This design comes from an exercise in tuning for small area on the open sky130 flow, not from production work.
Function was checked by simulation only, so behaviour that the tests miss may differ from the original.
The clock port is modelled as an ideal driver; clocking choices that lean on that would not hold on a real chip.
Power and IR drop assume default switching activity.

==> run a <==
==> flow/design.v <==
module wordle(switch_input, clk, enter, SS1, SS2, SS3, SS4, LED1, LED2, LED3, LED4, LED5, LED6, LED7, LED8, LED9, LED0, reset, rst);
	input [9:0] switch_input;
	input clk, enter, reset;
	input rst;  
	output reg [6:0] SS1, SS2, SS3, SS4;
	output reg LED1, LED2, LED3, LED4;
	output reg LED7, LED8, LED9, LED0;
	output LED5, LED6;
	localparam S0 = 4'd0, S1 = 4'd1, S2 = 4'd2, S3 = 4'd3, S4 = 4'd4,
	           S5 = 4'd5, S6 = 4'd6, S7 = 4'd7, S8 = 4'd8, S9 = 4'd9;
	reg [3:0] state, next_state;
	reg [2:0] count;                 
	reg rpd;                         
	reg [6:0] UG1, UG2, UG3, UG4;    
	reg [1:0] S;                     
	reg [1:0] wm;                    
	reg [4:0] cc;                    
	reg [22:0] fc;                   
	reg slow_clk;
	reg enter_old, reset_old, B;
	reg led56;
	assign LED5 = led56;
	assign LED6 = led56;
	reg [6:0] seg;
	always @* begin
		case (switch_input)
		10'b1000000000 : seg = 7'b0001000;  
		10'b0100000000 : seg = 7'b1100000;  
		10'b0010000000 : seg = 7'b0110001;  
		10'b0001000000 : seg = 7'b1000010;  
		10'b0000100000 : seg = 7'b0110000;  
		10'b0000010000 : seg = 7'b0111000;  
		10'b0000001000 : seg = 7'b0000100;  
		10'b1000000001 : seg = 7'b1101000;  
		10'b0100000001 : seg = 7'b1001111;  
		10'b0010000001 : seg = 7'b1000111;  
		10'b0001000001 : seg = 7'b1111000;  
		10'b0000100001 : seg = 7'b1110001;  
		10'b0000010001 : seg = 7'b1011010;  
		10'b0000001001 : seg = 7'b1101010;  
		10'b1000000010 : seg = 7'b0000001;  
		10'b0100000010 : seg = 7'b0011000;  
		10'b0010000010 : seg = 7'b0001100;  
		10'b0001000010 : seg = 7'b1111010;  
		10'b0000100010 : seg = 7'b0100100;  
		10'b0000010010 : seg = 7'b1001110;  
		10'b0000001010 : seg = 7'b1000001;  
		10'b1000000100 : seg = 7'b1101011;  
		10'b0100000100 : seg = 7'b1001001;  
		10'b0010000100 : seg = 7'b1001000;  
		10'b0001000100 : seg = 7'b1000100;  
		10'b0000100100 : seg = 7'b0010010;  
		default        : seg = 7'b0000000;
		endcase
	end
	reg [27:0] w;
	always @* begin
		case ({wm, cc})
      7'd32: w = 28'b1000010011000000010000111000;
      7'd33: w = 28'b0111000000100010000100110000;
      7'd34: w = 28'b0110001000100000001000110000;
      7'd35: w = 28'b1100000011000000010001000010;
      7'd36: w = 28'b0110000100001000001000110000;
      7'd37: w = 28'b0111000000100001100010110000;
      7'd38: w = 28'b1000010011000000010001000010;
      7'd39: w = 28'b0111000011000001100001000010;
      7'd40: w = 28'b0001000011000101100001000010;
      7'd41: w = 28'b1000010011000000010000111000;
      7'd42: w = 28'b0001000000010001100001000010;
      7'd43: w = 28'b0111000000100010000100110000;
      7'd44: w = 28'b1000010011000001100001000010;
      7'd45: w = 28'b0110001000100000001000110000;
      7'd46: w = 28'b1100000011000000010001000010;
      7'd47: w = 28'b0110000100001000001000110000;
      7'd48: w = 28'b0111000000100001100010110000;
      7'd49: w = 28'b1000010011000000010001000010;
      7'd50: w = 28'b0111000011000001100001000010;
      7'd51: w = 28'b0001000011000101100001000010;
      7'd64: w = 28'b1110001000100010110101100000;
      7'd65: w = 28'b0000100111000100010001011010;
      7'd66: w = 28'b0110001000100011010100110000;
      7'd67: w = 28'b1110001000100011010101000010;
      7'd68: w = 28'b1100000011000000010001101010;
      7'd69: w = 28'b1101010000100010110100110000;
      7'd70: w = 28'b1011010000100010000100110000;
      7'd71: w = 28'b1011010000100010011111000010;
      7'd72: w = 28'b1110001000100011010100110000;
      7'd73: w = 28'b1101000000100011010101000010;
      7'd74: w = 28'b1011010000100010011111101010;
      7'd75: w = 28'b1100000000100011010101000010;
      7'd76: w = 28'b0110001111000100010001101010;
      7'd77: w = 28'b1011010000100010011111110001;
      7'd78: w = 28'b1011010011000011010101000010;
      7'd79: w = 28'b0111000100111111100011011010;
      7'd80: w = 28'b1000010100111100010001110001;
      7'd81: w = 28'b1101010011000001100001000010;
      7'd82: w = 28'b1101010000100010011111110001;
      7'd83: w = 28'b1110001100111110110100001000;
      7'd96: w = 28'b0000100111000100000011001001;
      7'd97: w = 28'b1100000100111110011100100100;
      7'd98: w = 28'b0110001000000110000100110000;
      7'd99: w = 28'b1110001000000111010110110000;
      7'd100: w = 28'b0111000111000110011110011000;
      7'd101: w = 28'b0111000111000100000010011000;
      7'd102: w = 28'b0111000001100000001000001000;
      7'd103: w = 28'b1100000111000110000010110000;
      7'd104: w = 28'b0100100100111000010001111010;
      7'd105: w = 28'b0111000100111111110100110000;
      7'd106: w = 28'b0000100000000111100011000010;
      7'd107: w = 28'b1001001100111111010101000010;
      7'd108: w = 28'b0011000000100011110101111000;
      7'd109: w = 28'b1011010000000100000011101010;
      7'd110: w = 28'b1001001000100011010110110000;
      7'd111: w = 28'b1100000000000100000011111000;
      7'd112: w = 28'b1001110111101001100000110000;
      7'd113: w = 28'b0110001000100011100011011010;
      7'd114: w = 28'b1111010000100010011111101010;
      7'd115: w = 28'b1100000111101010011111011010;
		default: w = 28'b0;
		endcase
	end
	wire [6:0] SW1 = w[27:21], SW2 = w[20:14], SW3 = w[13:7], SW4 = w[6:0];
	wire m1 = (UG1 == SW1), m2 = (UG2 == SW2), m3 = (UG3 == SW3), m4 = (UG4 == SW4);
	reg [4:0] cc_next;
	always @* begin
		case (cc)
      5'd0: cc_next = 5'd1;
      5'd1: cc_next = 5'd2;
      5'd2: cc_next = 5'd3;
      5'd3: cc_next = 5'd4;
      5'd4: cc_next = 5'd5;
      5'd5: cc_next = 5'd6;
      5'd6: cc_next = 5'd7;
      5'd7: cc_next = 5'd8;
      5'd8: cc_next = 5'd9;
      5'd9: cc_next = 5'd10;
      5'd10: cc_next = 5'd11;
      5'd11: cc_next = 5'd12;
      5'd12: cc_next = 5'd13;
      5'd13: cc_next = 5'd14;
      5'd14: cc_next = 5'd15;
      5'd15: cc_next = 5'd16;
      5'd16: cc_next = 5'd17;
      5'd17: cc_next = 5'd18;
      5'd18: cc_next = 5'd19;
      5'd19: cc_next = 5'd0;
		default: cc_next = 5'd0;
		endcase
	end
	wire tc = (fc == 23'h4aeebd);
	wire ep = ~enter & enter_old;
	wire rp = ~reset & reset_old;
	reg [3:0] ns;
	reg [2:0] nc;
	always @* begin
		ns = rp ? S0 : next_state;
		nc = rpd ? 3'd0 : count;
		if (B) begin
			case (state)
			S0: if (S != 2'd0) ns = S1;
			S1: ns = S2;
			S2: ns = S3;
			S3: ns = S4;
			S4: ns = S5;
			S5: begin
				ns = (count == 3'd5) ? S8 : ((m1 & m2 & m3 & m4) ? S7 : S6);
				nc = (count == 3'd5) ? 3'd0 : count + 3'd1;
			end
			S6: ns = S1;
			S7: ns = S0;
			S8: ns = S9;
			S9: ns = S0;
			default: ;
			endcase
		end
	end
	always @(posedge clk) begin
		if (rst) begin
			state <= S0; next_state <= S0;
			count <= 3'd0; rpd <= 1'b0;
			UG1 <= 7'd0; UG2 <= 7'd0; UG3 <= 7'd0; UG4 <= 7'd0;
			S <= 2'd0; wm <= 2'd0; cc <= 5'd0;
			fc <= 23'd0; slow_clk <= 1'b0;
			enter_old <= 1'b0; reset_old <= 1'b0; B <= 1'b0;
		end else begin
			if (tc) begin
				fc <= 23'd0;
				slow_clk <= ~slow_clk;
			end else
				fc <= {fc[21:0], ~(fc[22] ^ fc[17])};
			enter_old <= enter;
			reset_old <= reset;
			B <= ep & ~rp & ~B;
			if (state == S0) cc <= cc_next;
			if (rp) begin
				UG1 <= 7'd0; UG2 <= 7'd0; UG3 <= 7'd0; UG4 <= 7'd0;
				S <= 2'd0;
			end
			if (B) begin
				case (state)
				S0: begin
					case (switch_input)
					10'b1000000000: S <= 2'd1;
					10'b0100000000: S <= 2'd2;
					10'b0010000000: S <= 2'd3;
					default: ;
					endcase
					if (S != 2'd0) wm <= S;
				end
				S1: UG1 <= seg;
				S2: UG2 <= seg;
				S3: UG3 <= seg;
				S4: UG4 <= seg;
				default: ;
				endcase
			end
			next_state <= ns;
			state <= next_state;
			count <= nc;
			rpd <= rp & ~(B & (state == S5));
		end
	end
	always @(posedge clk) begin
		if (rst) begin
			SS1 <= 7'b1111111; SS2 <= 7'b1111111; SS3 <= 7'b1111111; SS4 <= 7'b1111111;
			LED1 <= 0; LED2 <= 0; LED3 <= 0; LED4 <= 0;
			led56 <= 0;
			LED7 <= 0; LED8 <= 0; LED9 <= 0; LED0 <= 0;
		end else begin
			case (state)
			S0: begin
				led56 <= 0;
				case (switch_input)
				10'b1000000000: begin SS1 <= 7'b0110000; SS2 <= 7'b0001000; SS3 <= 7'b0100100; SS4 <= 7'b1000100; end
				10'b0100000000: begin SS1 <= 7'b1011010; SS2 <= 7'b0110000; SS3 <= 7'b1000010; SS4 <= 7'b1111111; end
				10'b0010000000: begin SS1 <= 7'b1101000; SS2 <= 7'b0001000; SS3 <= 7'b1111010; SS4 <= 7'b1000010; end
				default:        begin SS1 <= 7'b0100100; SS2 <= 7'b0110000; SS3 <= 7'b1110001; SS4 <= 7'b0110000; end
				endcase
			end
			S1: begin SS1 <= seg; SS2 <= 7'b1111111; SS3 <= 7'b1111111; SS4 <= 7'b1111111; end
			S2: begin SS1 <= UG1; SS2 <= seg; SS3 <= 7'b1111111; SS4 <= 7'b1111111; end
			S3: begin SS1 <= UG1; SS2 <= UG2; SS3 <= seg; SS4 <= 7'b1111111; end
			S4: begin SS1 <= UG1; SS2 <= UG2; SS3 <= UG3; SS4 <= seg; end
			S5: begin SS1 <= UG1; SS2 <= UG2; SS3 <= UG3; SS4 <= UG4; end
			S6: begin
				SS1 <= 7'b1111111; SS2 <= 7'b1111111; SS3 <= 7'b1111111; SS4 <= 7'b1111111;
				LED1 <= m1; LED2 <= m2; LED3 <= m3; LED4 <= m4;
				LED0 <= (count != 3'd0);
				LED9 <= (count >= 3'd2);
				LED8 <= (count >= 3'd3);
				LED7 <= (count >= 3'd4);
			end
			S7: begin
				SS1 <= 7'b1001001; SS2 <= 7'b1001111; SS3 <= 7'b1101010; SS4 <= 7'b0100100;
				LED1 <= slow_clk; LED2 <= slow_clk; LED3 <= slow_clk; LED4 <= slow_clk;
				led56 <= slow_clk;
				LED7 <= slow_clk; LED8 <= slow_clk; LED9 <= slow_clk; LED0 <= slow_clk;
			end
			S8: begin
				SS1 <= 7'b1110001; SS2 <= 7'b0000001; SS3 <= 7'b0100100; SS4 <= 7'b0110000;
				LED7 <= 0; LED8 <= 0; LED9 <= 0; LED0 <= 0;
			end
			S9: begin SS1 <= SW1; SS2 <= SW2; SS3 <= SW3; SS4 <= SW4; end
			default: ;
			endcase
		end
	end
endmodule
==> flow/flow/run.sh <==
#!/bin/bash
# Layout flow: the standard flow (standard.sh) with a few changes that only
# affect how the layout is made:
#  - synthesis maps the logic with an area-driven ABC script (area.abc) instead of
#    ORFS's delay-biased abc_area.script; everything else in synthesis is the standard flow's own
#    script (synth_recipe.tcl), so the registers and their names are unchanged;
#  - port buffers use sky130_fd_sc_hd__buf_1;
#  - CTS uses smaller clock buffers and inserts no dummy loads;
#  - no adder extraction before ABC;
set -euo pipefail
W=$PWD
cp flow/area.abc $W/area.abc
{
  printf 'proc abc {args} {\n'
  printf '  set i [lsearch -exact $args -script]\n'
  printf '  if {$i >= 0} { lset args [expr {$i + 1}] %s }\n' "$W/area.abc"
  printf '  yosys abc {*}$args\n'
  printf '}\n'
  # no half/full-adder extraction: abc maps that logic better than fixed adder cells
  printf 'proc extract_fa {args} {}\n'
  cat synth_recipe.tcl
} > $W/area_synth.tcl
CTS="-sink_clustering_enable -repair_clock_nets -dont_use_dummy_load -root_buf sky130_fd_sc_hd__clkbuf_4 -buf_list sky130_fd_sc_hd__clkbuf_8"
if [[ -f flow/cts_args ]]; then CTS=$(cat flow/cts_args); fi
sed -e "s#SYNTH_SCRIPT=[^ ]*#SYNTH_SCRIPT=$W/area_synth.tcl#" \
    -e "s#\"\${@:-finish}\"#BUFFER_PORTS_ARGS='-buffer_cell sky130_fd_sc_hd__buf_1' CTS_ARGS='$CTS' POST_CTS_TCL=$W/flow/post_cts.tcl \"\${@:-finish}\"#" \
    standard.sh > $W/area_standard.sh
bash $W/area_standard.sh > $W/flow.log 2>&1
==> flow/flow/area.abc <==
strash; &get -n; &deepsyn -T 180; &dch -f; &nf -R 1000; &put; topo
==> flow/flow/post_cts.tcl <==
set clk_slew_limit 0.100
proc max_ff_clk_slew {} {
  set ms 0
  foreach p [get_pins -hierarchical */CLK] {
    set v [get_property $p slew_max]
    if {$v > $ms} { set ms $v }
  }
  return $ms
}
set sizes {sky130_fd_sc_hd__clkbuf_1 sky130_fd_sc_hd__clkbuf_2 sky130_fd_sc_hd__clkbuf_4 sky130_fd_sc_hd__clkbuf_8 sky130_fd_sc_hd__clkbuf_16}
estimate_parasitics -placement
puts "post_cts: max flip-flop clock slew before: [max_ff_clk_slew]"
foreach inst [get_cells clkbuf_*] {
  set orig [get_property $inst ref_name]
  set oi [lsearch -exact $sizes $orig]
  if {$oi < 0} { continue }
  for {set i 0} {$i < $oi} {incr i} {
    replace_cell $inst [lindex $sizes $i]
    estimate_parasitics -placement
    if {[max_ff_clk_slew] <= $clk_slew_limit} { break }
    replace_cell $inst $orig
    estimate_parasitics -placement
  }
  puts "post_cts: [get_full_name $inst] $orig -> [get_property $inst ref_name]"
}
puts "post_cts: max flip-flop clock slew after: [max_ff_clk_slew]"
detailed_placement
check_placement -verbose
estimate_parasitics -placement
==> flow/standard.sh <==
#!/bin/bash
# synth_recipe.tcl (not shown) runs the flow's synth.tcl, then flattens the netlist and writes it again
# the make line also repeats each setting of config.mk as NAME=value (left out here)
make -C /OpenROAD-flow-scripts/flow DESIGN_CONFIG=/design/flow/config.mk WORK_HOME=/design/flow/orfs CLKGATE_MAP_FILE= SYNTH_SCRIPT=/design/flow/synth_recipe.tcl "${@:-finish}"
==> flow/config.mk <==
export PLATFORM = sky130hd
export DESIGN_NAME = wordle
export DESIGN_NICKNAME = wordle
export VERILOG_FILES = /design/flow/design.v
export SDC_FILE = /design/flow/constraint.sdc
export NUM_CORES = 4
export LEC_CHECK = 0
export ABC_AREA = 1
export CAP_MARGIN = 20
export CORE_MARGIN = 2
export CORE_UTILIZATION = 40
export GPL_TIMING_DRIVEN = 0
export PLACE_DENSITY = 0.6
export SLEW_MARGIN = 20
==> flow/constraint.sdc <==
create_clock -name core_clock -period 10.0 [get_ports {clk}]
set_input_delay 2.0000 -clock core_clock [delete_from_list [all_inputs] [get_ports {clk}]]
set_output_delay 2.0000 -clock core_clock [all_outputs]
set_load 0.01 [all_outputs]
==> run b: changes against run a <==
--- a/flow/design.v
+++ b/flow/design.v
@@ -9,8 +9,7 @@
 	localparam S0 = 4'd0, S1 = 4'd1, S2 = 4'd2, S3 = 4'd3, S4 = 4'd4,
 	           S5 = 4'd5, S6 = 4'd6, S7 = 4'd7, S8 = 4'd8, S9 = 4'd9;
 	reg [3:0] state, next_state;
-	reg [2:0] count;                 
-	reg rpd;                         
+	reg [2:0] count, next_count;
 	reg [6:0] UG1, UG2, UG3, UG4;    
 	reg [1:0] S;                     
 	reg [1:0] wm;                    
@@ -154,7 +153,7 @@
 	reg [2:0] nc;
 	always @* begin
 		ns = rp ? S0 : next_state;
-		nc = rpd ? 3'd0 : count;
+		nc = rp ? 3'd0 : next_count;
 		if (B) begin
 			case (state)
 			S0: if (S != 2'd0) ns = S1;
@@ -177,7 +176,7 @@
 	always @(posedge clk) begin
 		if (rst) begin
 			state <= S0; next_state <= S0;
-			count <= 3'd0; rpd <= 1'b0;
+			count <= 3'd0; next_count <= 3'd0;
 			UG1 <= 7'd0; UG2 <= 7'd0; UG3 <= 7'd0; UG4 <= 7'd0;
 			S <= 2'd0; wm <= 2'd0; cc <= 5'd0;
 			fc <= 23'd0; slow_clk <= 1'b0;
@@ -216,8 +215,8 @@
 			end
 			next_state <= ns;
 			state <= next_state;
-			count <= nc;
-			rpd <= rp & ~(B & (state == S5));
+			next_count <= nc;
+			count <= next_count;
 		end
 	end
 	always @(posedge clk) begin
==> flow/run.sh (new file) <==
#!/bin/bash
# synth_recipe.tcl (not shown) runs the flow's synth.tcl, then flattens the netlist and writes it again
# the make line also repeats each setting of config.mk as NAME=value (left out here)
make -C /OpenROAD-flow-scripts/flow DESIGN_CONFIG=/design/flow/config.mk WORK_HOME=/design/flow/orfs CLKGATE_MAP_FILE= SYNTH_SCRIPT=/design/flow/synth_recipe.tcl finish
- GPL_TIMING_DRIVEN: 0 -> not set
removed: flow/flow/run.sh
removed: flow/flow/area.abc
removed: flow/flow/post_cts.tcl
removed: flow/standard.sh
==> comparison table <==
                                                                                   run b                     run a
Data required time of the critical path                                         10.31 ns                  10.63 ns
Slowest-stage cell, CP                                           sky130_fd_sc_hd__nor2_1  sky130_fd_sc_hd__dfxtp_1
Critical path startpoint                                                 switch_input[0]                     cc[2]
Register-to-Register Path Depth                                                       15                        17
Power density over the cells                                               138.5 nW/um^2             115.5 nW/um^2
Run status                                                                finished clean            finished clean
Maximum vdd drop                                                                123.8 uV                  55.31 uV
Crit path capture                                                                 SS2[3]             next_state[0]
Net Sw Frac                                                                       30.13%                    26.86%
Detail-routed net length per standard cell                                      18.83 um                  20.31 um
Global-route track usage on met2                                                  44.34%                    41.59%
Chip Height                                                                     145.6 um                  127.6 um
Register Area                                                                 2302 sq um                2262 sq um
First-pass detailed-route iteration total                                              7                         6
Share of the synthesized area in compound gates (AO/OA/AOI/OAI)                   16.32%                    26.96%
Part of the cycle the worst path needs                                            41.97%                    66.91%
Mapped Avg Cell Area                                                         5.892 sq um               7.532 sq um
Clk cell area share                                                               6.538%                    2.251%

-- re-timing with driven ports --
No port has a modelled driver above. Below, the same layouts with a new extraction and two added sets of constraints. Step 1 (the two cells are an assumption about what drives the block):
set clk [get_ports {clk}]
set_driving_cell -lib_cell sky130_fd_sc_hd__clkbuf_16 $clk
set_driving_cell -lib_cell sky130_fd_sc_hd__buf_2 [delete_from_list [all_inputs] $clk]
Step 2, shift: input delay + t, output delay - t, t = (earliest + latest rising clock arrival at the registers) / 2. This alone moves slack from input paths to output paths. a / b / c = no drivers / after step 1 / after step 2; a / b = the first two.
run | shift t [ns] | setup slack, ns | worst hold slack (ns) | worst setup path at the end
run a | 0.750 | 3.309 / 3.309 / 3.309 | 0.444 / 0.444 / 0.444 | register to register
run b | 0.462 | 5.803 / 5.819 / 5.357 | 0.425 / 0.425 / 0.425 | input to register
After both steps setup and hold are still met in every run listed. For run b, which loses most, drivers alone change the setup slack by +0.016 ns; drivers and shift together by -0.446 ns.
